This is an optimization exercise on Yosys and OpenROAD, whose aim is small area, a short achievable clock period and few clock cycles per item, not a production implementation. Only simulation tests tie the RTL to the original design; equivalence was not proved. The flow treats the clock pin as an ideal source, which a real chip does not have.

## flow/design.v (module list and top-level ports; edited modules follow where they fit)
// module skinny_top: 545 lines
module skinny_top (
    input               clock,
    input               reset,
    input               start,
    input [7:0]         input_plaintext,
    input [23:0]        input_tweakey,
    output              ready,
    output              done,
    output [127:0]      ciphertext
);
  // ...
==> flow/flow/run.sh <==
#!/bin/bash
# Standard ORFS layout (the standard.sh), with the resizer asked to aim for
# a setup slack margin of 6.9 ns, so it works the critical paths harder.
set -euo pipefail
bash standard.sh SETUP_SLACK_MARGIN=6.9 POST_CTS_TCL=$PWD/flow/post_cts.tcl RECOVER_MARGIN=7.0 SETUP_MOVE_SEQUENCE=unbuffer,sizeup,swap 'BUFFER_PORTS_ARGS=-buffer_cell sky130_fd_sc_hd__buf_1' finish > standard_flow.log 2>&1
==> flow/flow/post_cts.tcl <==
set block [ord::get_db_block]
set root [$block findInst clkbuf_0_clock]
if { $root != "NULL" } {
  set in_net [[$root findITerm A] getNet]
  set out_net [[$root findITerm X] getNet]
  set loads {}
  foreach it [$out_net getITerms] {
    if { [$it getInst] != $root } { lappend loads $it }
  }
  if { [llength $loads] <= 4 } {
    foreach it $loads {
      $it disconnect
      $it connect $in_net
    }
    odb::dbInst_destroy $root
    odb::dbNet_destroy $out_net
    puts "post_cts: clock port now drives [llength $loads] clock buffers directly"
  } else {
    puts "post_cts: root buffer drives [llength $loads] cells, left in place"
  }
}
if { [info exists ::env(RECOVER_MARGIN)] } {
  estimate_parasitics -placement
  set_clock_uncertainty -setup $::env(RECOVER_MARGIN) [all_clocks]
  report_worst_slack -max
  report_design_area
  repair_timing -recover_power 100
  report_worst_slack -max
  report_design_area
  set_clock_uncertainty -setup 0 [all_clocks]
  detailed_placement
  check_placement -verbose
}
==> flow/standard.sh <==
#!/bin/bash
# synth_recipe.tcl (not shown) runs the flow's synth.tcl, then flattens the netlist and writes it again
# the make line also repeats each setting of config.mk as NAME=value (left out here)
make -C /OpenROAD-flow-scripts/flow DESIGN_CONFIG=/design/flow/config.mk WORK_HOME=/design/flow/orfs CLKGATE_MAP_FILE= SYNTH_SCRIPT=/design/flow/synth_recipe.tcl "${@:-finish}"
==> flow/config.mk <==
export PLATFORM = sky130hd
export DESIGN_NAME = skinny_top
export DESIGN_NICKNAME = skinny_top
export VERILOG_FILES = /design/flow/design.v
export SDC_FILE = /design/flow/constraint.sdc
export NUM_CORES = 4
export LEC_CHECK = 0
export CAP_MARGIN = 20
export CORE_MARGIN = 2
export CORE_UTILIZATION = 55
export CTS_CLUSTER_DIAMETER = 120
export CTS_CLUSTER_SIZE = 24
export SLEW_MARGIN = 20
==> flow/constraint.sdc <==
create_clock -name core_clock -period 10.0 [get_ports {clock}]
set_input_delay 2.0000 -clock core_clock [delete_from_list [all_inputs] [get_ports {clock}]]
set_output_delay 2.0000 -clock core_clock [all_outputs]
set_load 0.01 [all_outputs]
==> flow_metrics.env, run 1 <==
export IMPL_dp_slack_ns=7.05
export IMPL_r2r_end="st[120]"
export IMPL_area_growth_pct=12.1
export IMPL_r2r_cells=8
export IMPL_yosys_warnings=5
export IMPL_multi_input_area_share_pct=40.3
export IMPL_signal_buffers=173
export IMPL_core_area_mm2=0.0363
export IMPL_final_area_mm2=0.0226
export IMPL_synth_top_family_by_area="compound AO/OA/AOI/OAI gates"
export IMPL_yosys_area_share_simple_pct=7.48
export IMPL_fin_crit_ns=3.00
export IMPL_fill_cells=3124
export IMPL_worst_path_max_fanout=4
export IMPL_multi_input_area_mm2=0.00911
export IMPL_setup_viol=0
export IMPL_nNetsFinal=2071
export IMPL_syn_area_per_cell_um2=10.3
export IMPL_hold_slack_ns=0.434
export IMPL_cp_slowest_stage_delay_ns=0.43
export IMPL_ys_ff_latch=523
export IMPL_top_layer="met4"
export IMPL_io_buffers=164
export IMPL_outcome="finished clean"
export IMPL_grt_pass1_vias=14600
export IMPL_drt_total_wl_mm=65.5
export IMPL_stdcell_count=2504
export IMPL_yosys_area_top_type="dfxtp_1"
export IMPL_gr_usage_met2_pct=55.8
export IMPL_top_regs="tkv (384), st (128), rc (6)"
export IMPL_synthesis_nets=1993
export IMPL_synth_edff_count=0
export IMPL_via_per_inst=6.10
export IMPL_synth_xor_area_share_pct=18.4
export IMPL_busiest_layer="met2"
export IMPL_drcViolationCount=0
export IMPL_hold_path_depth=1
export IMPL_die_y_um=195
export IMPL_nMultiInputCombCells=1306
export IMPL_dp_hpwl_mm=49.2
Testbench counts, summed over its fixed seeds: cycles 27,656, items 384.
==> run 2: changes to the inputs <==
==> flow/flow/run.sh (replaced) <==
#!/bin/bash
# Standard ORFS layout (the standard.sh), with the resizer asked to aim for
# a setup slack margin of 7.0 ns, so it works the critical paths harder.
set -euo pipefail
bash standard.sh SETUP_SLACK_MARGIN=7.0 POST_CTS_TCL=$PWD/flow/post_cts.tcl PRE_GLOBAL_ROUTE_TCL=$PWD/flow/pre_grt.tcl POST_GLOBAL_ROUTE_TCL=$PWD/flow/post_grt.tcl GRT_MARGIN=7.0 RECOVER_MARGIN=7.05 SETUP_MOVE_SEQUENCE=unbuffer,sizeup,swap 'BUFFER_PORTS_ARGS=-buffer_cell sky130_fd_sc_hd__buf_1' finish > standard_flow.log 2>&1
==> flow/flow/post_grt.tcl (new file) <==
# Take away the temporary setup uncertainty set by pre_grt.tcl.
if { [info exists ::env(GRT_MARGIN)] } {
  set_clock_uncertainty -setup 0 [all_clocks]
  report_worst_slack -max
  report_design_area
}
==> flow/flow/pre_grt.tcl (new file) <==
# Before global route: express the resizer's setup margin as a temporary
# clock uncertainty, so that the power-recovery step that follows the timing
# repair (RECOVER_POWER) keeps the same margin.  post_grt.tcl removes it.
if { [info exists ::env(GRT_MARGIN)] } {
  set ::env(SETUP_SLACK_MARGIN) 0
  set ::env(RECOVER_POWER) 100
  set_clock_uncertainty -setup $::env(GRT_MARGIN) [all_clocks]
  puts "pre_grt: setup uncertainty $::env(GRT_MARGIN) while repairing"
}
==> run 2 against run 1 <==
Against the previous run:
- synthesized cell count did not move
- count of clock-buffer cells in the layout did not move
- wire length fell by 0.11%
- die area did not move
- flip-flop and latch count did not move
- clock skew rose by 0.0082 ns
- first-iteration DRC count rose by 0.41%
- design area rose by 0.58%
- largest cell class unchanged
- highest routed layer unchanged
==> flow_metrics.env, run 2 <==
export IMPL_num_antenna_cells=0
export IMPL_layout_drive_gt1_share_pct=14.7
export IMPL_synth_cells=1957
export IMPL_area_growth_pct=12.7
export IMPL_fill_cells=3108
export IMPL_grt_pass1_vias=14600
export IMPL_grt_use_total_pct=33.8
export IMPL_hold_viol=0
export IMPL_drt_total_wl_mm=65.5
export IMPL_regMostFlops="tkv"
export IMPL_die_area_mm2=0.0382
export IMPL_worst_path_max_fanout=5
export IMPL_path_cells="clkbuf_2"
export IMPL_worstPathArrival_ns=0.99
export IMPL_avgRoutedWirePerCell_um=26.1
export IMPL_synth_cell_area_mm2=0.0201
export IMPL_mostFrequentLayoutCell="dfxtp_1"
export IMPL_critPathSlowestCell="dfxtp_4"
export IMPL_yosys_area_top_type="dfxtp_1"
export IMPL_syn_area_per_cell_um2=10.3
export IMPL_fin_worst_skew_ns=0.0289
export IMPL_grt_overflow=0
export IMPL_crit_family="flip-flops"
export IMPL_clock_sinks=523
export IMPL_io_buffers=164
export IMPL_required_ns=8.00
export IMPL_dp_hpwl_mm=49.2
export IMPL_synth_ff_type="dfxtp_1"
export IMPL_min_path_type="reg2reg"
export IMPL_ys_top_cells_by_count="dfxtp_1, xnor2_1, o22ai_1"
export IMPL_finalSetupTns_ns=0
export IMPL_cts_reportedPaths_clkPinSlew_ns=0.11
export IMPL_cp_end_kind="output port"
export IMPL_fin_crit_ns=2.99
export IMPL_largest_reg_flops=384
export IMPL_grt_pass1_wl_mm=95.5
export IMPL_worst_setup_path_start_kind="flop"
export IMPL_ys_seq_area_share_pct=52.3
export IMPL_io_pins=165
export IMPL_final_area_mm2=0.0227
export IMPL_start_util_pct=55.4
export IMPL_slew_violations=0
export IMPL_initialDrtViolationCount=1238
export IMPL_std_cell_rows=70
export IMPL_die_x_um=195
export IMPL_core_area_mm2=0.0363
export IMPL_final_cell_mix="dfxtp_1, xnor2_1, o22ai_1"
export IMPL_ant_nets=0
export IMPL_yosysMostFrequentCell="dfxtp_1"
export IMPL_synthesis_nets=1993
export IMPL_die_y_um=195
export IMPL_vias=15200
export IMPL_drv_cap=0
export IMPL_stdcell_count=2504
export IMPL_nNetsFinal=2071
export IMPL_worst_pin_slew_ns=1.25
export IMPL_async_reset_ff_share_pct=2.10
export IMPL_ys_ff_latch=523
export IMPL_drcViolationCount=0
export IMPL_maxSlewHeadroom_pct=16.9
export IMPL_yosysUniqueCellTypes=34
export IMPL_top_regs="tkv (384), st (128), rc (6)"
export IMPL_synth_edff_count=0
export IMPL_setup_viol=0
export IMPL_multi_input_area_mm2=0.00913
export IMPL_dp_cells=2474
export IMPL_antenna_found_initial=0
export IMPL_drt_first_pass_iters=5
export IMPL_cp_slowest_stage_delay_ns=0.41
export IMPL_path_buf_inv=1
export IMPL_ys_top_cells_by_area="dfxtp_1, xnor2_1, o22ai_1"
export IMPL_fmax_ghz=0.334
export IMPL_gp_congestion=0.944
export IMPL_criticalPathCategory="reg2out"
export IMPL_seqCellArea_mm2=0.0109
export IMPL_cts_tree="built"
export IMPL_grt_max_degree=242
export IMPL_yosys_warnings=5
export IMPL_synth_top_area_share_pct=50.9
export IMPL_post_route_period_util_pct=29.9
export IMPL_via_per_inst=6.08
export IMPL_outcome="finished clean"
export IMPL_place_area_mm2=0.0210
export IMPL_clock_latency_ns=0.44
==> run 2: cell counts after synthesis <==
Identical to the previous run, type by type.
==> run 2: worst paths after layout <==
check / depth (start not counted) / start / slack, ns / to
worst max-delay path: 1 / st[78] / 7.01 / ciphertext[78]
worst min-delay path: 1 / tkv[304] / 0.44 / tkv[328]
worst max register to register: 3 / busy / 7.14 / st[44]
worst min register to register: 1 / tkv[304] / 0.44 / tkv[328]
max in group asynchronous: 2 / reset / 8.09 / busy
min in group asynchronous: 2 / reset / 1.55 / loading
==> run 2: metrics by stage <==
step	utilization (%)	setup WS, ns	hold slack (ns)
floorplan	-	7.47	0.412
global placement	57.6	7.12	0.428
detailed placement	57.6	7.05	0.432
finish	62.5	7.01	0.439
==> run 2: logic make-up after synthesis <==
kind of cell | Yosys count | share of synthesized area, %
adders and majority gates | 1 | 0.0621
AOI/OAI and AO/OA | 566 | 18.5
xor gates and xnor gates | 410 | 18.4
muxes | 16 | 0.795
buffers and inverters | 128 | 2.46
DFF | 523 | 52.3
and+or+nand+nor | 313 | 7.48
==> run 2: layout make-up <==
cell class / instances / area share [%]
tap: 468 / 2.58
multi-input combinational: 1306 / 40.2
clock buffer: 26 / 2.68
inverter: 7 / 0.116
timing repair buffer: 173 / 6.48
sequential: 523 / 47.8
clock inverter: 1 / 0.132
==> run 2: routing by layer <==
layer	global-route usage, %	routed length [um]
met2	56.1	31000
met5	0	0
met1	45.2	27900
met3	2.85	3340
met4	15.1	3240
==> run 2: worst register-to-register path, stage by stage (launching register included) <==
cell,delay [ns]
dfrtp_4,0.76
inv_2,0.72
clkbuf_4,0.81
o21ai_0,0.40
==> run 3: changes to the inputs <==
==> flow/flow/run.sh (replaced) <==
#!/bin/bash
# Standard ORFS layout (the standard.sh), with the resizer asked to aim for
# a setup slack margin of 6.9 ns, so it works the critical paths harder.
set -euo pipefail
bash standard.sh SETUP_SLACK_MARGIN=6.9 POST_CTS_TCL=$PWD/flow/post_cts.tcl PRE_GLOBAL_ROUTE_TCL=$PWD/flow/pre_grt.tcl POST_GLOBAL_ROUTE_TCL=$PWD/flow/post_grt.tcl GRT_MARGIN=6.95 RECOVER_MARGIN=7.0 SETUP_MOVE_SEQUENCE=unbuffer,sizeup,swap 'BUFFER_PORTS_ARGS=-buffer_cell sky130_fd_sc_hd__buf_1' finish > standard_flow.log 2>&1
--- a/flow/config.mk
+++ b/flow/config.mk
@@ -7,7 +7,7 @@
 export LEC_CHECK = 0
 export CAP_MARGIN = 20
 export CORE_MARGIN = 2
-export CORE_UTILIZATION = 55
+export CORE_UTILIZATION = 62
 export CTS_CLUSTER_DIAMETER = 120
 export CTS_CLUSTER_SIZE = 24
 export SLEW_MARGIN = 20
==> run 3 against run 2 <==
Against the previous run:
- register-to-register slack worse by 0.09 ns
- non-clock buffer count is 2 lower
- critical path depth stayed put
- design area is 1.8% lower
- maximum frequency is 1.5% lower
- hold slack worse by 0.0020 ns
==> flow_metrics.env, run 3 <==
export IMPL_outcome="finished clean"
export IMPL_die_area_mm2=0.0339
export IMPL_regMostFlops="tkv"
export IMPL_cp_end_kind="output port"
export IMPL_synthMuxAreaShare_pct=0.795
export IMPL_synthAdderAreaFrac_pct=0.0621
export IMPL_synthesis_nets=1993
export IMPL_syn_area_per_cell_um2=10.3
export IMPL_cp_slowest_stage_delay_ns=0.46
export IMPL_ys_top_cells_by_count="dfxtp_1, xnor2_1, o22ai_1"
export IMPL_holdPathEnd="tkv[330]"
export IMPL_grt_max_degree=208
export IMPL_grt_overflow=0
export IMPL_drcViolationCount=0
export IMPL_hold_path_depth=1
export IMPL_ys_seq_area_share_pct=52.3
export IMPL_drt_first_pass_iters=5
export IMPL_grt_pass1_vias=14600
export IMPL_die_y_um=184
export IMPL_final_area_mm2=0.0223
export IMPL_cts_tree="built"
export IMPL_largest_reg_flops=384
export IMPL_grt_pass1_wl_mm=93.1
export IMPL_fin_worst_skew_ns=0.0244
export IMPL_synth_edff_count=0
export IMPL_required_ns=8.00
export IMPL_yosys_area_top_type="dfxtp_1"
export IMPL_clock_sinks=523
export IMPL_worst_pin_slew_ns=1.13
export IMPL_maxSlewHeadroom_pct=24.4
export IMPL_slew_violations=0
export IMPL_grt_use_total_pct=37.2
export IMPL_via_per_inst=6.30
export IMPL_synth_cells=1957
export IMPL_r2r_setup_slack_ns=7.05
export IMPL_ys_top_cells_by_area="dfxtp_1, xnor2_1, o22ai_1"
export IMPL_io_pins=165
export IMPL_synth_top_family_by_area="compound AO/OA/AOI/OAI gates"
export IMPL_yosysUniqueCellTypes=34
export IMPL_hold_slack_ns=0.437
export IMPL_path_buf_inv=1
export IMPL_start_util_pct=63.3
export IMPL_mostFrequentLayoutCell="dfxtp_1"
export IMPL_timing_rr_start="st[54]"
export IMPL_synth_cell_area_mm2=0.0201
export IMPL_setup_viol=0
export IMPL_r2r_end="st[96]"
export IMPL_nNetsFinal=2069
export IMPL_multi_input_area_mm2=0.00911
export IMPL_yosysMostFrequentCell="dfxtp_1"
export IMPL_place_area_mm2=0.0209
export IMPL_gp_congestion=0.957
export IMPL_top_regs="tkv (384), st (128), rc (6)"
export IMPL_criticalPathCategory="reg2out"
export IMPL_min_path_type="reg2reg"
export IMPL_fin_crit_ns=3.04
export IMPL_fmax_ghz=0.329
export IMPL_worst_path_max_fanout=7
export IMPL_drv_cap=0
export IMPL_min_delay_start="tkv[282]"
export IMPL_io_buffers=164
export IMPL_initialDrtViolationCount=1704
export IMPL_synth_top_area_share_pct=50.9
export IMPL_synth_xor_area_share_pct=18.4
export IMPL_drt_total_wl_mm=64.2
export IMPL_critPathSlowestCell="dfxtp_4"
export IMPL_cts_reportedPaths_clkPinSlew_ns=0.09
export IMPL_ant_nets=0
export IMPL_synth_ff_type="dfxtp_1"
export IMPL_r2r_cells=8
export IMPL_hold_viol=0
export IMPL_dp_hpwl_mm=46.7
export IMPL_layout_drive_gt1_share_pct=13.3
export IMPL_die_x_um=184
export IMPL_std_cell_rows=65
export IMPL_path_cells="buf_6"
export IMPL_yosys_area_share_simple_pct=7.48
export IMPL_antenna_found_initial=0
export IMPL_post_route_period_util_pct=30.4
export IMPL_final_cell_mix="dfxtp_1, xnor2_1, o22ai_1"
export IMPL_vias=15600
export IMPL_yosys_warnings=5
export IMPL_ys_ff_latch=523
export IMPL_clock_latency_ns=0.45
export IMPL_num_antenna_cells=0
export IMPL_async_reset_ff_share_pct=2.10
export IMPL_worstPathArrival_ns=1.04
export IMPL_seqCellArea_mm2=0.0108
export IMPL_crit_family="flip-flops"
export IMPL_area_growth_pct=10.7
export IMPL_finalSetupTns_ns=0
export IMPL_avgRoutedWirePerCell_um=26.0
export IMPL_synth_compound_area_share_pct=18.5
export IMPL_core_area_mm2=0.0318
export IMPL_fill_cells=2598
export IMPL_worst_setup_path_start_kind="flop"
-- run 3: cell types whose count changed in the layout (fill, tap and decap cells not counted), moves of 5 or more --
cell / change
clkbuf_2: +20
dfxtp_4: -29
buf_6: -35
buf_2: -7
dfxtp_2: +24
dfxtp_1: +5
clkbuf_1: +22
-- run 3: kinds of logic after synthesis --
family | Yosys count
multiplexers | 16
XOR/XNOR | 410
flip-flops | 523
AND/OR/NAND/NOR | 313
AO/OA/AOI/OAI | 566
buffers and inverters | 128
adder cells (fa/ha/maj) | 1
-- run 3: final cells by class --
type                       count  area share (%)
timing repair buffer         171            5.35
inverter                       7           0.129
tap                          435            2.44
clock inverter                 2           0.123
sequential                   523            48.3
multi-input combinational   1306            40.9
clock buffer                  27            2.74
-- run 3: worst max path at each step --
stage	cells after the start	end	startpoint	slack, ns
floorplan	9	st[104]	st[58]	7.47
global placement	3	tkv[382]	busy	6.64
detailed placement	3	tkv[134]	busy	6.61
finish	1	ciphertext[90]	st[90]	6.96
-- run 3: per-layer routing --
| metal | global-route usage, % | part of all wire, % | wire, um | up-vias |
|---|---|---|---|---|
| met5 | 0 | 0 | 0 | - |
| met4 | 16.4 | 5.0 | 3220 | 0 |
| met3 | 4.82 | 7.1 | 4530 | 129 |
| met2 | 61.0 | 47 | 30100 | 667 |
| met1 | 49.3 | 41 | 26300 | 7683 |
| li1 | - | - | - | 7084 |
-- run 3: worst reg2reg max path: cells and delay by family (launching register included) --
family          cells  cell delay [ns]
xor+xnor            3             1.05
mux                 2             0.54
simple gates        1             0.52
flops               1             0.38
compound gates      2             0.38
-- run 3: through the flow --
stage / worst slack [ns] / util, % / std cells
6_report: 6.96 / 70.1 / 2471
3_5_place_dp: 6.61 / 65.7 / 2442
2_1_floorplan: 7.47 / - / 1957
3_3_place_gp: 6.64 / 65.7 / 2442
==> run 4: changes to the inputs <==
--- a/flow/config.mk
+++ b/flow/config.mk
@@ -5,9 +5,10 @@
 export SDC_FILE = /design/flow/constraint.sdc
 export NUM_CORES = 4
 export LEC_CHECK = 0
+export ABC_AREA = 1
 export CAP_MARGIN = 20
 export CORE_MARGIN = 2
-export CORE_UTILIZATION = 62
+export CORE_UTILIZATION = 55
 export CTS_CLUSTER_DIAMETER = 120
 export CTS_CLUSTER_SIZE = 24
 export SLEW_MARGIN = 20
==> run 4 against run 3 <==
Against the previous run:
- die area up 22%
- design area is 8.7% higher
- sequential share of layout area fell by 3.8 points
- first-iteration DRC count grew 8.3%
- synthesized cell count up 32%
- maximum frequency is 0.25% lower
- final cell count rose by 30%
- wire length rose by 22%
- non-clock buffer count up 3
- clock skew up 0.0057 ns
- critical endpoint is now ciphertext[85]
==> flow_metrics.env, run 4 <==
export IMPL_outcome="finished clean"
export IMPL_mostFrequentLayoutCell="nand2_1"
export IMPL_stdcell_count=3202
export IMPL_synth_ff_type="dfxtp_1"
export IMPL_hold_slack_ns=0.427
export IMPL_worst_pin_slew_ns=1.18
export IMPL_io_pins=165
export IMPL_ys_top_cells_by_area="dfxtp_1, nand2_1, o22ai_1"
export IMPL_timing_rr_start="idle_n"
export IMPL_path_cells="buf_6"
export IMPL_place_area_mm2=0.0229
export IMPL_required_ns=8.00
export IMPL_vias=18800
export IMPL_synthesis_nets=2624
export IMPL_finalSetupTns_ns=0
export IMPL_async_reset_ff_share_pct=2.10
export IMPL_drcViolationCount=0
export IMPL_critPathSlowestCell="dfxtp_1"
export IMPL_via_per_inst=5.88
export IMPL_worst_setup_path_start_kind="flop"
export IMPL_hold_path_depth=1
export IMPL_regMostFlops="tkv"
export IMPL_synth_cell_area_mm2=0.0220
export IMPL_antenna_found_initial=1
export IMPL_dp_cells=3172
export IMPL_slew_violations=0
export IMPL_ant_nets=0
export IMPL_cts_reportedPaths_clkPinSlew_ns=0.11
export IMPL_yosysMostFrequentCell="nand2_1"
export IMPL_drt_total_wl_mm=78.1
export IMPL_worstPathArrival_ns=1.05
export IMPL_r2r_cells=3
export IMPL_min_delay_start="tkv[312]"
export IMPL_final_cell_mix="nand2_1, dfxtp_1, o22ai_1"
export IMPL_r2r_setup_slack_ns=7.23
export IMPL_fmax_ghz=0.328
export IMPL_synth_edff_count=0
export IMPL_drt_first_pass_iters=6
export IMPL_grt_overflow=0
export IMPL_fin_crit_ns=3.05
export IMPL_area_growth_pct=10.3
export IMPL_largest_reg_flops=384
export IMPL_fin_worst_skew_ns=0.0301
export IMPL_hold_viol=0
export IMPL_crit_family="flip-flops"
export IMPL_yosys_warnings=5
export IMPL_min_path_type="reg2reg"
export IMPL_clock_latency_ns=0.45
export IMPL_syn_area_per_cell_um2=8.48
export IMPL_gp_congestion=0.983
export IMPL_ys_seq_area_share_pct=47.9
export IMPL_yosys_area_top_type="dfxtp_1"
export IMPL_grt_pass1_wl_mm=113
export IMPL_post_route_period_util_pct=30.5
export IMPL_layout_drive_gt1_share_pct=13.1
export IMPL_final_area_mm2=0.0242
export IMPL_grt_pass1_vias=17700
export IMPL_utilization_pct=61.2
export IMPL_maxSlewHeadroom_pct=21.2
export IMPL_num_antenna_cells=0
export IMPL_path_buf_inv=1
export IMPL_ys_ff_latch=523
export IMPL_die_x_um=204
export IMPL_ys_top_cells_by_count="nand2_1, dfxtp_1, o22ai_1"
export IMPL_drv_cap=0
export IMPL_nNetsFinal=2711
export IMPL_cts_tree="built"
export IMPL_grt_max_degree=203
export IMPL_grt_use_total_pct=36.8
export IMPL_initialDrtViolationCount=1845
export IMPL_io_buffers=164
export IMPL_holdPathEnd="tkv[360]"
export IMPL_clock_sinks=523
export IMPL_criticalPathCategory="reg2out"
export IMPL_top_regs="tkv (384), st (128), rc (6)"
export IMPL_die_area_mm2=0.0415
export IMPL_yosysUniqueCellTypes=38
export IMPL_std_cell_rows=73
export IMPL_cp_slowest_stage_delay_ns=0.46
export IMPL_worst_path_max_fanout=3
export IMPL_core_area_mm2=0.0395
export IMPL_dp_hpwl_mm=59.7
export IMPL_avgRoutedWirePerCell_um=24.4
export IMPL_r2r_end="st[26]"
export IMPL_setup_viol=0
export IMPL_cp_end_kind="output port"
export IMPL_die_y_um=204
export IMPL_synth_cells=2588
export IMPL_synth_top_area_share_pct=46.7
export IMPL_start_util_pct=55.5
==> run 4: how the worst max path moves through the flow <==
stage,start,end,slack (ns),cells after the start
detailed placement,idle_n,tkv[117],6.83,3
global placement,idle_n,tkv[284],6.89,3
floorplan,st[113],ciphertext[113],7.51,0
finish,st[85],ciphertext[85],6.95,1
==> run 4: cell type report <==
cell class | instances | area, um2
Sequential cell | 523 | 10800
Timing Repair Buffer | 174 | 1160
Multi-Input combinational cell | 1731 | 10100
Fill cell | 3642 | 15300
Clock buffer | 27 | 654
Clock inverter | 2 | 31.3
Inverter | 220 | 831
Tap cell | 525 | 657
==> run 4: stage by stage <==
step / setup slack (ns)
3_5_place_dp: 6.83
6_report: 6.95
3_3_place_gp: 6.89
2_1_floorplan: 7.51
==> run 4: worst register-to-register path: cells and delay by family, from the launching register on <==
kind	cells	cell delay (ns)
AOI/OAI and AO/OA	1	0.53
DFF	1	0.66
buffers and inverters	2	1.34
==> run 4: logic make-up after synthesis <==
group	count (synthesis)	synth area share, %
AO/OA/AOI/OAI	546	14.9
XOR/XNOR	318	13.6
adder cells (fa/ha/maj)	1	0.0570
buffers and inverters	334	5.73
flip-flops	523	47.9
AND/OR/NAND/NOR	866	17.8
==> run 4: metal layers <==
metal,routed length [um],track usage (%),vias up
met4,4160,17.1,0
met1,32400,48.1,9070
met5,0,0,-
met2,36400,60.8,765
met3,5150,4.77,177
li1,-,-,8801
==> run 5: changes to the inputs <==
==> flow/config.mk (replaced) <==
export PLATFORM = sky130hd
export DESIGN_NAME = skinny_top
export DESIGN_NICKNAME = skinny_top
export VERILOG_FILES = /design/flow/design.v
export SDC_FILE = /design/flow/constraint.sdc
export NUM_CORES = 4
export LEC_CHECK = 0
export CAP_MARGIN = 20
export CORE_MARGIN = 2
export CORE_UTILIZATION = 55
export CTS_CLUSTER_DIAMETER = 100
export CTS_CLUSTER_SIZE = 20
export SLEW_MARGIN = 20
==> run 5 against run 4 <==
Against the previous run:
- clock skew down 0.0079 ns
- via count fell by 19%
- global-route usage decreased by 3.1 points
- register-to-register slack worse by 0.12 ns
- sequential share of layout area increased by 3.4 points
- non-clock buffer count shrank 3
- final cell count decreased by 22%
- die area down 8.1%
- largest cell class unchanged
==> flow_metrics.env, run 5 <==
export IMPL_outcome="finished clean"
export IMPL_io_pins=165
export IMPL_synth_edff_count=0
export IMPL_required_ns=8.00
export IMPL_mostFrequentLayoutCell="dfxtp_1"
export IMPL_regMostFlops="tkv"
export IMPL_crit_family="flip-flops"
export IMPL_yosys_area_top_type="dfxtp_1"
export IMPL_synth_cell_area_mm2=0.0201
export IMPL_finalSetupTns_ns=0
export IMPL_async_reset_ff_share_pct=2.10
export IMPL_ys_top_cells_by_count="dfxtp_1, xnor2_1, o22ai_1"
export IMPL_fill_cells=3142
export IMPL_dp_cells=2474
export IMPL_path_buf_inv=1
export IMPL_cts_tree="built"
export IMPL_criticalPathCategory="reg2out"
export IMPL_min_path_type="reg2reg"
export IMPL_initialDrtViolationCount=1203
export IMPL_path_cells="clkbuf_2"
export IMPL_fmax_ghz=0.330
export IMPL_drt_total_wl_mm=65.9
export IMPL_ys_seq_area_share_pct=52.3
export IMPL_hold_viol=0
export IMPL_area_growth_pct=11.8
export IMPL_clock_sinks=523
export IMPL_worst_setup_path_start_kind="flop"
export IMPL_synthesis_nets=1993
export IMPL_layout_drive_gt1_share_pct=13.6
export IMPL_maxSlewHeadroom_pct=18.9
export IMPL_nNetsFinal=2074
export IMPL_die_y_um=195
export IMPL_avgRoutedWirePerCell_um=26.3
export IMPL_cts_reportedPaths_clkPinSlew_ns=0.10
export IMPL_vias=15300
export IMPL_grt_pass1_wl_mm=95.5
export IMPL_grt_use_total_pct=33.8
export IMPL_core_area_mm2=0.0363
export IMPL_stdcell_count=2508
export IMPL_fin_crit_ns=3.03
export IMPL_syn_area_per_cell_um2=10.3
export IMPL_grt_max_degree=242
export IMPL_grt_pass1_vias=14600
export IMPL_clock_latency_ns=0.46
export IMPL_die_area_mm2=0.0382
export IMPL_slew_violations=0
export IMPL_ys_top_cells_by_area="dfxtp_1, xnor2_1, o22ai_1"
export IMPL_die_x_um=195
export IMPL_drt_first_pass_iters=5
export IMPL_synth_cells=1957
export IMPL_worstPathArrival_ns=1.03
export IMPL_post_route_period_util_pct=30.3
export IMPL_cp_slowest_stage_delay_ns=0.41
export IMPL_drcViolationCount=0
export IMPL_start_util_pct=55.4
export IMPL_io_buffers=164
export IMPL_ant_nets=0
export IMPL_antenna_found_initial=0
export IMPL_dp_hpwl_mm=49.2
export IMPL_yosysMostFrequentCell="dfxtp_1"
export IMPL_num_antenna_cells=0
export IMPL_worst_path_max_fanout=7
export IMPL_final_cell_mix="dfxtp_1, xnor2_1, o22ai_1"
export IMPL_gp_congestion=0.944
export IMPL_setup_viol=0
export IMPL_worst_pin_slew_ns=1.22
export IMPL_synth_ff_type="dfxtp_1"
export IMPL_drv_cap=0
export IMPL_hold_slack_ns=0.437
export IMPL_grt_overflow=0
export IMPL_ys_ff_latch=523
export IMPL_critPathSlowestCell="dfxtp_4"
export IMPL_via_per_inst=6.09
export IMPL_yosys_warnings=5
export IMPL_largest_reg_flops=384
export IMPL_top_regs="tkv (384), st (128), rc (6)"
export IMPL_fin_worst_skew_ns=0.0222
export IMPL_cp_end_kind="output port"
export IMPL_synth_top_area_share_pct=50.9
export IMPL_yosysUniqueCellTypes=34
export IMPL_std_cell_rows=70
-- run 5: cell count changes in the layout (fill, tap and decap cells not counted), moves of 22 or more --
cell / before / now
xnor2_1: 166 / 291
nor2_1: 79 / 35
or3_1: 0 / 39
nand2_1: 552 / 150
dfxtp_2: 68 / 90
nand3_1: 143 / 18
and2_1: 0 / 25
o22ai_1: 318 / 256
a22o_1: 31 / 137
xor2_1: 134 / 110
inv_1: 199 / 6
-- run 5: cell families after synthesis --
family / share of synthesized area, %
AO/OA/AOI/OAI: 18.5
flip-flops: 52.3
XOR/XNOR: 18.4
AND/OR/NAND/NOR: 7.48
buffers and inverters: 2.46
multiplexers: 0.795
adder cells (fa/ha/maj): 0.0621
-- run 5: final timing paths --
path                       slack, ns      from               to  cells past startpoint
min in group asynchronous       1.53     reset             busy                      2
hold reg to reg                 0.44  tkv[262]         tkv[286]                      1
max in group asynchronous       8.10     reset             busy                      2
setup / recovery                6.97   st[103]  ciphertext[103]                      1
hold / removal                  0.44  tkv[262]         tkv[286]                      1
setup reg to reg                7.11    idle_n         tkv[190]                      3
-- run 5: cell type report --
| type | count | area [um2] | area share, % |
|---|---|---|---|
| multi-input cells | 1306 | 9130 | 40.5 |
| flip-flops and latches | 523 | 10800 | 47.9 |
| inverters | 7 | 26.3 | 0.117 |
| repair buffers | 171 | 1210 | 5.38 |
| well taps | 468 | 586 | 2.60 |
| clock inverters | 1 | 20.0 | 0.0889 |
| clock buffers | 32 | 758 | 3.37 |
-- run 5: metal layers --
metal	vias up	wire [um]	global-route usage (%)
li1	7094	-	-
met1	7583	28500	45.2
met2	483	31200	56.6
met3	111	3090	2.78
met4	0	3020	14.1
met5	-	0	0
-- run 5: stage by stage --
stage | worst slack, ns | cell area [um2] | utilization [%]
3_5_place_dp | 7.05 | 21000 | 57.6
6_report | 6.97 | 22500 | 61.9
3_3_place_gp | 7.12 | 21000 | 57.6
2_1_floorplan | 7.47 | 20100 | -
==> run 6: changes to the inputs <==
--- a/flow/config.mk
+++ b/flow/config.mk
@@ -8,6 +8,6 @@
 export CAP_MARGIN = 20
 export CORE_MARGIN = 2
 export CORE_UTILIZATION = 55
-export CTS_CLUSTER_DIAMETER = 100
-export CTS_CLUSTER_SIZE = 20
+export CTS_CLUSTER_DIAMETER = 150
+export CTS_CLUSTER_SIZE = 22
 export SLEW_MARGIN = 20
==> run 6 against run 5 <==
Against the previous run:
- area after synthesis is the same
- still clean
- largest cell class unchanged
- first-iteration DRC count grew 7.1%
- core utilization shrank 0.75 points
- clock skew shrank 0.0073 ns
==> flow_metrics.env, run 6 <==
export IMPL_nNetsFinal=2073
export IMPL_die_x_um=195
export IMPL_ys_top_cells_by_count="dfxtp_1, xnor2_1, o22ai_1"
export IMPL_fill_cells=3198
export IMPL_criticalPathCategory="reg2out"
export IMPL_via_per_inst=6.07
export IMPL_dp_hpwl_mm=49.2
export IMPL_maxSlewHeadroom_pct=20.5
export IMPL_die_area_mm2=0.0382
export IMPL_io_buffers=164
export IMPL_clock_sinks=523
export IMPL_clock_latency_ns=0.44
export IMPL_async_reset_ff_share_pct=2.10
export IMPL_hold_slack_ns=0.433
export IMPL_path_cells="clkbuf_2"
export IMPL_num_antenna_cells=0
export IMPL_largest_reg_flops=384
export IMPL_ant_nets=0
export IMPL_outcome="finished clean"
export IMPL_yosysUniqueCellTypes=34
export IMPL_ys_top_cells_by_area="dfxtp_1, xnor2_1, o22ai_1"
export IMPL_synth_cells=1957
export IMPL_cts_reportedPaths_clkPinSlew_ns=0.10
export IMPL_synth_edff_count=0
export IMPL_initialDrtViolationCount=1288
export IMPL_worstPathArrival_ns=1.02
export IMPL_drv_cap=0
export IMPL_grt_max_degree=242
export IMPL_start_util_pct=55.4
export IMPL_drcViolationCount=0
export IMPL_core_area_mm2=0.0363
export IMPL_grt_overflow=0
export IMPL_std_cell_rows=70
export IMPL_ys_ff_latch=523
export IMPL_cts_tree="built"
export IMPL_fin_worst_skew_ns=0.0149
export IMPL_worst_setup_path_start_kind="flop"
export IMPL_grt_pass1_wl_mm=95.5
export IMPL_vias=15200
export IMPL_yosys_area_top_type="dfxtp_1"
export IMPL_setup_viol=0
export IMPL_synth_compound_area_share_pct=18.5
export IMPL_required_ns=8.00
export IMPL_final_cell_mix="dfxtp_1, xnor2_1, o22ai_1"
export IMPL_path_buf_inv=1
export IMPL_yosys_warnings=5
export IMPL_synth_cell_area_mm2=0.0201
export IMPL_grt_use_total_pct=33.8
export IMPL_mostFrequentLayoutCell="dfxtp_1"
export IMPL_synth_ff_type="dfxtp_1"
export IMPL_synth_xor_area_share_pct=18.4
export IMPL_drt_total_wl_mm=65.5
export IMPL_antenna_found_initial=0
export IMPL_worst_path_max_fanout=4
export IMPL_layout_drive_gt1_share_pct=13.1
export IMPL_yosysMostFrequentCell="dfxtp_1"
export IMPL_yosys_area_share_simple_pct=7.48
export IMPL_grt_pass1_vias=14600
export IMPL_synthesis_nets=1993
export IMPL_seqCellArea_mm2=0.0107
export IMPL_slew_violations=0
export IMPL_hold_viol=0
export IMPL_synth_top_area_share_pct=50.9
export IMPL_post_route_period_util_pct=30.2
export IMPL_multi_input_area_mm2=0.00913
export IMPL_critPathSlowestCell="dfxtp_2"
export IMPL_gp_congestion=0.944
export IMPL_avgRoutedWirePerCell_um=26.2
export IMPL_cp_slowest_stage_delay_ns=0.42
export IMPL_fmax_ghz=0.331
export IMPL_top_regs="tkv (384), st (128), rc (6)"
export IMPL_synthAdderAreaFrac_pct=0.0621
export IMPL_crit_family="flip-flops"
export IMPL_drt_first_pass_iters=5
export IMPL_fin_crit_ns=3.02
export IMPL_worst_pin_slew_ns=1.19
export IMPL_syn_area_per_cell_um2=10.3
export IMPL_synthMuxAreaShare_pct=0.795
export IMPL_finalSetupTns_ns=0
export IMPL_synth_top_family_by_area="compound AO/OA/AOI/OAI gates"
export IMPL_min_path_type="reg2reg"
export IMPL_regMostFlops="tkv"
export IMPL_io_pins=165
export IMPL_area_growth_pct=10.4
export IMPL_cp_end_kind="output port"
export IMPL_die_y_um=195
export IMPL_ys_seq_area_share_pct=52.3
[run 6: cell count changes in the layout (fill, tap and decap cells not counted), sizes merged]
| cell | previous run | this run |
|---|---|---|
| clkbuf | 101 | 118 |
| buf | 102 | 83 |
| inv | 8 | 7 |
| clkinvlp | 0 | 1 |
[run 6: metrics by stage]
stage	util (%)	setup slack [ns]	std cells	cell area, um2
2_1_floorplan	-	7.47	1957	20100
6_report	61.2	6.98	2506	22200
3_3_place_gp	57.6	7.12	2474	21000
3_5_place_dp	57.6	7.05	2474	21000
[run 6: final cells by class]
cell class | count | area share, %
sequential | 523 | 48.3
multi-input combinational | 1306 | 41.0
clock inverter | 1 | 0.0338
timing repair buffer | 173 | 4.88
inverter | 7 | 0.118
clock buffer | 28 | 2.96
tap | 468 | 2.63
[run 6: path summary, 6_finish.rpt]
check                               from        endpoint  slack [ns]  cells after the start
worst min register to register  tkv[304]        tkv[328]        0.43                      1
max in group asynchronous          reset            busy        8.11                      2
min in group asynchronous          reset            busy        1.53                      2
worst min-delay path            tkv[304]        tkv[328]        0.43                      1
worst max register to register      busy          st[44]        7.12                      3
worst max-delay path              st[81]  ciphertext[81]        6.98                      1
[run 6: cell families (layout without fill, tap and decap cells)]
logic type,after synthesis,in the layout
buf+inv,128,209
xor+xnor,410,410
fa+ha+maj,1,1
mux,16,16
flops,523,523
compound gates,566,566
simple gates,313,313
[run 6: metal layers]
layer,vias to the layer above,share of wire [%],track usage (%)
li1,7093,-,-
met1,7522,43,45.5
met2,498,47,56.0
met3,105,5.1,2.76
met4,0,4.9,14.5
met5,-,0,0
==> run 7: changes to the inputs <==
--- a/flow/config.mk
+++ b/flow/config.mk
@@ -8,6 +8,6 @@
 export CAP_MARGIN = 20
 export CORE_MARGIN = 2
 export CORE_UTILIZATION = 55
-export CTS_CLUSTER_DIAMETER = 150
-export CTS_CLUSTER_SIZE = 22
+export CTS_CLUSTER_DIAMETER = 120
+export CTS_CLUSTER_SIZE = 24
 export SLEW_MARGIN = 20
==> run 7 against run 6 <==
Against the previous run:
- via count about the same
- die area unchanged
- highest routed layer unchanged
- design area decreased by 0.60%
- wire length about the same
- register-to-register slack got worse by 0.08 ns
- flip-flop and latch count unchanged
- setup slack got worse by 0.0047 ns
- critical path type unchanged
- core utilization decreased by 0.36 points
==> flow_metrics.env, run 7 <==
export IMPL_vias=15200
export IMPL_dp_cells=2474
export IMPL_ys_top_cells_by_area="dfxtp_1, xnor2_1, o22ai_1"
export IMPL_drv_cap=0
export IMPL_start_util_pct=55.4
export IMPL_ys_seq_area_share_pct=52.3
export IMPL_async_reset_ff_share_pct=2.10
export IMPL_synth_ff_type="dfxtp_1"
export IMPL_final_cell_mix="dfxtp_1, xnor2_1, o22ai_1"
export IMPL_finalSetupTns_ns=0
export IMPL_synth_edff_count=0
export IMPL_die_y_um=195
export IMPL_fin_crit_ns=3.03
export IMPL_worst_path_max_fanout=6
export IMPL_setup_viol=0
export IMPL_holdPathEnd="tkv[328]"
export IMPL_drcViolationCount=0
export IMPL_cts_reportedPaths_clkPinSlew_ns=0.11
export IMPL_final_area_mm2=0.0221
export IMPL_worst_pin_slew_ns=1.20
export IMPL_criticalPathCategory="reg2out"
export IMPL_fill_cells=3215
export IMPL_nNetsFinal=2071
export IMPL_worst_setup_path_start_kind="flop"
export IMPL_stdcell_count=2504
export IMPL_crit_family="flip-flops"
export IMPL_path_cells="clkbuf_1"
export IMPL_worstPathArrival_ns=1.03
export IMPL_synthesis_nets=1993
export IMPL_drt_total_wl_mm=65.6
export IMPL_r2r_end="st[120]"
export IMPL_timing_rr_start="st[47]"
export IMPL_ant_nets=0
export IMPL_core_area_mm2=0.0363
export IMPL_critPathSlowestCell="dfxtp_2"
export IMPL_syn_area_per_cell_um2=10.3
export IMPL_r2r_setup_slack_ns=7.04
export IMPL_cp_depth=1
export IMPL_clock_latency_ns=0.44
export IMPL_synth_cells=1957
export IMPL_min_delay_start="tkv[304]"
export IMPL_mostFrequentLayoutCell="dfxtp_1"
export IMPL_num_antenna_cells=0
export IMPL_hold_viol=0
export IMPL_r2r_cells=8
export IMPL_post_route_period_util_pct=30.3
export IMPL_utilization_pct=60.8
export IMPL_grt_use_total_pct=33.7
export IMPL_ys_top_cells_by_count="dfxtp_1, xnor2_1, o22ai_1"
export IMPL_top_regs="tkv (384), st (128), rc (6)"
export IMPL_largest_reg_flops=384
export IMPL_ys_ff_latch=523
export IMPL_regMostFlops="tkv"
export IMPL_die_area_mm2=0.0382
export IMPL_layout_drive_gt1_share_pct=12.2
export IMPL_yosys_area_top_type="dfxtp_1"
export IMPL_outcome="finished clean"
export IMPL_drt_first_pass_iters=5
export IMPL_std_cell_rows=70
export IMPL_gp_congestion=0.944
export IMPL_yosysMostFrequentCell="dfxtp_1"
export IMPL_slew_violations=0
export IMPL_io_pins=165
export IMPL_place_area_mm2=0.0210
export IMPL_yosys_warnings=5
export IMPL_initialDrtViolationCount=1178
export IMPL_dp_hpwl_mm=49.2
export IMPL_synth_top_area_share_pct=50.9
export IMPL_hold_slack_ns=0.438
export IMPL_via_per_inst=6.08
export IMPL_path_buf_inv=1
export IMPL_grt_max_degree=242
export IMPL_antenna_found_initial=0
export IMPL_clock_sinks=523
export IMPL_fmax_ghz=0.330
export IMPL_cp_end_kind="output port"
export IMPL_grt_overflow=0
export IMPL_area_growth_pct=9.75
export IMPL_min_path_type="reg2reg"
export IMPL_cp_slowest_stage_delay_ns=0.42
export IMPL_yosysUniqueCellTypes=34
export IMPL_required_ns=8.00
export IMPL_synth_cell_area_mm2=0.0201
export IMPL_io_buffers=164
export IMPL_fin_worst_skew_ns=0.0232
export IMPL_grt_pass1_wl_mm=95.4
export IMPL_die_x_um=195
export IMPL_grt_pass1_vias=14600
export IMPL_hold_path_depth=1
export IMPL_avgRoutedWirePerCell_um=26.2
export IMPL_cts_tree="built"
export IMPL_maxSlewHeadroom_pct=20.0
==> run 7: cell types whose count changed in the layout (fill, tap and decap cells not counted), moves of 2 or more <==
cell	change
clkbuf_16	-2
dfxtp_2	+7
buf_6	-11
clkbuf_1	+14
clkbuf_2	-4
dfxtp_4	-7
==> run 7: layout make-up <==
type / instances / area, um2 / area share [%]
clock buffer: 26 / 608 / 2.75
clock inverter: 1 / 30.0 / 0.136
inverter: 7 / 26.3 / 0.119
multi-input combinational: 1306 / 9120 / 41.3
sequential: 523 / 10700 / 48.5
tap: 468 / 586 / 2.65
timing repair buffer: 173 / 1000 / 4.55
==> run 7: routing by layer <==
metal / up-vias / GRT usage, % / wire, um
li1: 7089 / - / -
met1: 7568 / 45.2 / 28200
met2: 460 / 55.8 / 30900
met3: 105 / 3.01 / 3280
met4: 0 / 14.8 / 3180
met5: - / 0 / 0
==> run 7: kinds of logic after synthesis <==
logic type                 synth area share, %
AOI/OAI and AO/OA                         18.5
muxes                                    0.795
adders and majority gates               0.0621
xor gates and xnor gates                  18.4
buffers and inverters                     2.46
and+or+nand+nor                           7.48
DFF                                       52.3
==> run 7: worst max-delay path by stage <==
| stage | from | to | slack [ns] |
|---|---|---|---|
| floorplan | st[58] | st[104] | 7.47 |
| detailed placement | st[47] | st[120] | 7.05 |
| finish | st[49] | ciphertext[49] | 6.97 |
| global placement | st[107] | st[104] | 7.12 |
==> run 7: through the flow <==
stage	worst slack [ns]
6_report	6.97
3_5_place_dp	7.05
2_1_floorplan	7.47
3_3_place_gp	7.12
==> run 8: changes to the inputs <==
--- a/flow/config.mk
+++ b/flow/config.mk
@@ -10,4 +10,5 @@
 export CORE_UTILIZATION = 55
 export CTS_CLUSTER_DIAMETER = 120
 export CTS_CLUSTER_SIZE = 24
+export PLACE_DENSITY = 0.75
 export SLEW_MARGIN = 20
==> run 8 against run 7 <==
Against the previous run:
- the layout now fails its checks (capacitance limit, slew limit)
- sequential share of layout area decreased by 0.76 points
- clock skew is 0.0056 ns lower
- hold slack improved by 0.0058 ns
- register-to-register slack hardly changed
- maximum frequency about the same
- die area unchanged
- critical path type unchanged
- critical endpoint is now ciphertext[90]
==> flow_metrics.env, run 8 <==
export IMPL_yosysUniqueCellTypes=34
export IMPL_so_faults="capacitance limit, slew limit"
export IMPL_start_util_pct=55.4
export IMPL_avgRoutedWirePerCell_um=25.8
export IMPL_synth_top_area_share_pct=50.9
export IMPL_drt_total_wl_mm=64.6
export IMPL_async_reset_ff_share_pct=2.10
export IMPL_synth_ff_type="dfxtp_1"
export IMPL_synth_top_family_by_area="compound AO/OA/AOI/OAI gates"
export IMPL_worstPathArrival_ns=1.03
export IMPL_drcViolationCount=0
export IMPL_grt_pass1_wl_mm=94.1
export IMPL_core_area_mm2=0.0363
export IMPL_cp_end_kind="output port"
export IMPL_maxSlewHeadroom_pct=-30.5
export IMPL_fin_crit_ns=3.03
export IMPL_post_route_period_util_pct=30.3
export IMPL_clock_latency_ns=0.45
export IMPL_die_y_um=195
export IMPL_min_path_type="reg2reg"
export IMPL_ys_top_cells_by_count="dfxtp_1, xnor2_1, o22ai_1"
export IMPL_fin_worst_skew_ns=0.0177
export IMPL_finalSetupTns_ns=0
export IMPL_path_buf_inv=1
export IMPL_io_pins=165
export IMPL_io_buffers=164
export IMPL_multi_input_area_mm2=0.00912
export IMPL_synth_cells=1957
export IMPL_yosys_area_share_simple_pct=7.48
export IMPL_hold_viol=0
export IMPL_drt_first_pass_iters=5
export IMPL_setup_viol=0
export IMPL_outcome="failed layout checks"
export IMPL_gp_congestion=0.982
export IMPL_syn_area_per_cell_um2=10.3
export IMPL_num_antenna_cells=0
export IMPL_synthesis_nets=1993
export IMPL_largest_reg_flops=384
export IMPL_fmax_ghz=0.330
export IMPL_required_ns=8.00
export IMPL_antenna_found_initial=0
export IMPL_cts_tree="built"
export IMPL_layout_drive_gt1_share_pct=14.3
export IMPL_grt_pass1_vias=14900
export IMPL_cts_reportedPaths_clkPinSlew_ns=0.11
export IMPL_nNetsFinal=2069
export IMPL_grt_max_degree=249
export IMPL_seqCellArea_mm2=0.0109
export IMPL_ys_ff_latch=523
export IMPL_ant_nets=0
export IMPL_worst_pin_slew_ns=1.96
export IMPL_vias=15700
export IMPL_grt_use_total_pct=32.9
export IMPL_regMostFlops="tkv"
export IMPL_cp_slowest_stage_delay_ns=0.45
export IMPL_ys_seq_area_share_pct=52.3
export IMPL_criticalPathCategory="reg2out"
export IMPL_synthMuxAreaShare_pct=0.795
export IMPL_utilization_pct=62.6
export IMPL_mostFrequentLayoutCell="dfxtp_1"
export IMPL_fill_cells=2946
export IMPL_yosys_area_top_type="dfxtp_1"
export IMPL_dp_hpwl_mm=47.2
export IMPL_worst_path_max_fanout=7
export IMPL_slew_violations=249
export IMPL_yosys_warnings=5
export IMPL_std_cell_rows=70
export IMPL_die_area_mm2=0.0382
export IMPL_path_cells="buf_6"
export IMPL_worst_setup_path_start_kind="flop"
export IMPL_crit_family="flip-flops"
export IMPL_synth_xor_area_share_pct=18.4
export IMPL_area_growth_pct=12.9
export IMPL_synth_cell_area_mm2=0.0201
export IMPL_via_per_inst=6.26
export IMPL_synth_edff_count=0
export IMPL_critPathSlowestCell="dfxtp_4"
export IMPL_yosysMostFrequentCell="dfxtp_1"
export IMPL_ys_top_cells_by_area="dfxtp_1, xnor2_1, o22ai_1"
export IMPL_grt_overflow=0
export IMPL_synthAdderAreaFrac_pct=0.0621
export IMPL_die_x_um=195
export IMPL_top_regs="tkv (384), st (128), rc (6)"
export IMPL_final_cell_mix="dfxtp_1, xnor2_1, o22ai_1"
export IMPL_initialDrtViolationCount=1787
export IMPL_clock_sinks=523
export IMPL_drv_cap=1
export IMPL_synth_compound_area_share_pct=18.5
[run 8: cell counts after synthesis]
Identical to the previous run, type by type.
[run 8: logic make-up (layout without fill, tap and decap cells)]
kind of cell,Yosys count,count (layout)
adders and majority gates,1,1
and+or+nand+nor,313,313
xor gates and xnor gates,410,410
buffers and inverters,128,206
AOI/OAI and AO/OA,566,566
muxes,16,16
DFF,523,523
[run 8: per-stage QoR]
| stage | instance area (um2) | setup slack [ns] | hold WS, ns | cells |
|---|---|---|---|---|
| 3_3_place_gp | 21000 | 6.93 | 0.428 | 2474 |
| 3_5_place_dp | 21000 | 6.89 | 0.435 | 2474 |
| 6_report | 22700 | 6.97 | 0.444 | 2503 |
| 2_1_floorplan | 20100 | 7.47 | 0.412 | 1957 |
[run 8: final timing paths]
kind | cells past startpoint | from | slack, ns | endpoint
min | 1 | tkv[304] | 0.44 | tkv[328]
max | 1 | st[90] | 6.97 | ciphertext[90]
min in group asynchronous | 2 | reset | 1.50 | ready_r
max in group asynchronous | 2 | reset | 8.17 | busy
min reg2reg | 1 | tkv[304] | 0.44 | tkv[328]
max reg2reg | 8 | st[47] | 7.05 | st[120]
[run 8: metal layers]
metal | global-route usage, % | up-vias | wire length (um) | part of all wire, %
met3 | 3.33 | 139 | 4350 | 6.7
met5 | 0 | - | 0 | 0
li1 | - | 7082 | - | -
met1 | 43.9 | 7785 | 26400 | 41
met2 | 54.9 | 665 | 30600 | 47
met4 | 13.6 | 0 | 3150 | 4.9
[run 8: layout make-up]
type	instances	share of cell area, %
clock inverters	2	0.121
flip-flops and latches	523	47.8
clock buffers	26	2.67
multi-input cells	1306	40.1
inverters	7	0.116
repair buffers	171	6.63
well taps	468	2.57
==> run 9: changes to the inputs <==
--- a/flow/config.mk
+++ b/flow/config.mk
@@ -7,8 +7,7 @@
 export LEC_CHECK = 0
 export CAP_MARGIN = 20
 export CORE_MARGIN = 2
-export CORE_UTILIZATION = 55
+export CORE_UTILIZATION = 50
 export CTS_CLUSTER_DIAMETER = 120
 export CTS_CLUSTER_SIZE = 24
-export PLACE_DENSITY = 0.75
 export SLEW_MARGIN = 20
==> run 9 against run 8 <==
Against the previous run:
- now clean on timing, DRC and antenna
- first-iteration DRC count down 23%
- design area fell by 1.0%
- final cell count rose by 2.2%
- sequential share of layout area increased by 0.19 points
- die area rose by 9.8%
- core utilization is 5.9 points lower
- area after synthesis stayed put
- maximum frequency down 0.31%
- count of clock-buffer cells in the layout shrank 1
- critical path depth unchanged
==> flow_metrics.env, run 9 <==
export IMPL_synth_edff_count=0
export IMPL_path_cells="buf_2"
export IMPL_async_reset_ff_share_pct=2.10
export IMPL_hold_path_depth=1
export IMPL_synth_top_area_share_pct=50.9
export IMPL_synth_top_family_by_area="compound AO/OA/AOI/OAI gates"
export IMPL_finalSetupTns_ns=0
export IMPL_worst_pin_slew_ns=1.07
export IMPL_hold_viol=0
export IMPL_die_x_um=205
export IMPL_grt_pass1_wl_mm=94.5
export IMPL_worst_slack_ns=6.96
export IMPL_ys_seq_area_share_pct=52.3
export IMPL_yosys_warnings=5
export IMPL_cp_end_kind="output port"
export IMPL_worst_path_max_fanout=4
export IMPL_cts_reportedPaths_clkPinSlew_ns=0.11
export IMPL_maxSlewHeadroom_pct=28.9
export IMPL_post_route_period_util_pct=30.4
export IMPL_drv_cap=0
export IMPL_synth_compound_area_share_pct=18.5
export IMPL_outcome="finished clean"
export IMPL_nNetsFinal=2069
export IMPL_synthesis_nets=1993
export IMPL_yosys_area_share_simple_pct=7.48
export IMPL_required_ns=8.00
export IMPL_largest_reg_flops=384
export IMPL_std_cell_rows=73
export IMPL_slew_violations=0
export IMPL_dp_slack_ns=6.76
export IMPL_synth_ff_type="dfxtp_1"
export IMPL_grt_use_total_pct=30.6
export IMPL_io_buffers=164
export IMPL_cp_depth=1
export IMPL_setup_viol=0
export IMPL_cp_slowest_stage_delay_ns=0.42
export IMPL_yosys_area_top_type="dfxtp_1"
export IMPL_num_antenna_cells=0
export IMPL_final_cell_mix="dfxtp_1, xnor2_1, o22ai_1"
export IMPL_drcViolationCount=0
export IMPL_synth_xor_area_share_pct=18.4
export IMPL_syn_area_per_cell_um2=10.3
export IMPL_synth_cell_area_mm2=0.0201
export IMPL_hold_slack_ns=0.440
export IMPL_ys_top_cells_by_area="dfxtp_1, xnor2_1, o22ai_1"
export IMPL_antenna_found_initial=0
export IMPL_synthAdderAreaFrac_pct=0.0621
export IMPL_fill_cells=3633
export IMPL_core_area_mm2=0.0397
export IMPL_initialDrtViolationCount=1369
export IMPL_critPathSlowestCell="dfxtp_2"
export IMPL_fin_crit_ns=3.04
export IMPL_r2r_cells=8
export IMPL_clock_latency_ns=0.46
export IMPL_min_path_type="reg2reg"
export IMPL_grt_pass1_vias=14400
export IMPL_gp_congestion=0.925
export IMPL_area_growth_pct=11.8
export IMPL_path_buf_inv=1
export IMPL_die_y_um=205
export IMPL_synth_cells=1957
export IMPL_grt_overflow=0
export IMPL_multi_input_area_mm2=0.00911
export IMPL_mostFrequentLayoutCell="dfxtp_1"
export IMPL_avgRoutedWirePerCell_um=25.6
export IMPL_top_regs="tkv (384), st (128), rc (6)"
export IMPL_yosysMostFrequentCell="dfxtp_1"
export IMPL_dp_hpwl_mm=48.5
export IMPL_yosysUniqueCellTypes=34
export IMPL_clock_sinks=523
export IMPL_fin_worst_skew_ns=0.0187
export IMPL_crit_family="flip-flops"
export IMPL_ys_ff_latch=523
export IMPL_drt_first_pass_iters=5
export IMPL_io_pins=165
export IMPL_seqCellArea_mm2=0.0108
export IMPL_drt_total_wl_mm=65.6
export IMPL_criticalPathCategory="reg2out"
export IMPL_via_per_inst=6.00
export IMPL_grt_max_degree=228
export IMPL_ys_top_cells_by_count="dfxtp_1, xnor2_1, o22ai_1"
export IMPL_place_area_mm2=0.0210
export IMPL_regMostFlops="tkv"
export IMPL_vias=15400
export IMPL_fmax_ghz=0.329
export IMPL_cts_tree="built"
export IMPL_layout_drive_gt1_share_pct=13.5
export IMPL_synthMuxAreaShare_pct=0.795
export IMPL_ant_nets=0
export IMPL_die_area_mm2=0.0419
export IMPL_start_util_pct=50.7
export IMPL_worstPathArrival_ns=1.04
export IMPL_final_area_mm2=0.0225
export IMPL_worst_setup_path_start_kind="flop"
run 9: cell counts after synthesis:
No cell type changed its count.
run 9: routing by layer:
| layer | part of all wire (%) | track usage [%] |
|---|---|---|
| met4 | 4.0 | 11.4 |
| met5 | 0 | 0 |
| met1 | 44 | 42.3 |
| met2 | 46 | 49.6 |
| met3 | 6.1 | 2.97 |
run 9: logic make-up (layout without fill, tap and decap cells):
group / Yosys count / in the layout
AO/OA/AOI/OAI: 566 / 566
XOR/XNOR: 410 / 410
adder cells (fa/ha/maj): 1 / 1
buffers and inverters: 128 / 205
flip-flops: 523 / 523
multiplexers: 16 / 16
AND/OR/NAND/NOR: 313 / 313
run 9: final timing paths:
kind,startpoint,to,slack [ns]
min reg2reg,tkv[288],tkv[312],0.44
max reg2reg,st[47],st[120],7.12
min in group asynchronous,reset,ready_r,1.49
max in group asynchronous,reset,idle_n,8.20
max,st[89],ciphertext[89],6.96
min,tkv[288],tkv[312],0.44
run 9: final cells by class:
type                    instances  area share, %
clock buffers                  25           2.68
clock inverters                 2          0.122
inverters                       7          0.117
multi-input cells            1306           40.5
flip-flops and latches        523           48.0
well taps                     525           2.92
repair buffers                171           5.70
run 9: stage by stage:
step	instances	utilization (%)
2_1_floorplan	1957	-
3_3_place_gp	2531	52.9
3_5_place_dp	2531	52.9
6_report	2559	56.7

## static timing again, ports no longer ideal
The results above use ideal ports. As a check the final layouts listed here were re-extracted and re-timed, cells and wires unchanged. Step 1 assumes that a clkbuf_16 drives the clock port and a buf_2 every other input. Step 2, shift: input delay + t, output delay - t, t = (earliest + latest rising clock arrival at the registers) / 2. This alone moves slack from input paths to output paths. Three values: ideal, step 1, step 2; two values: the first two.
run	shift t [ns]	slack for setup (ns)	pins driven straight from the clock port
run 1	0.494	6.996 / 6.928 / 7.043	2
run 2	0.496	7.006 / 6.938 / 7.141	2
run 3	0.517	6.962 / 6.888 / 7.053	2
run 4	0.510	6.954 / 6.880 / 7.231	2
run 5	0.518	6.970 / 6.901 / 7.105	2
run 6	0.500	6.978 / 6.910 / 7.119	2
run 7	0.495	6.974 / 6.905 / 7.043	2
run 8	0.512	6.973 / 6.903 / 7.047	2
run 9	0.527	6.963 / 6.888 / 7.120	2
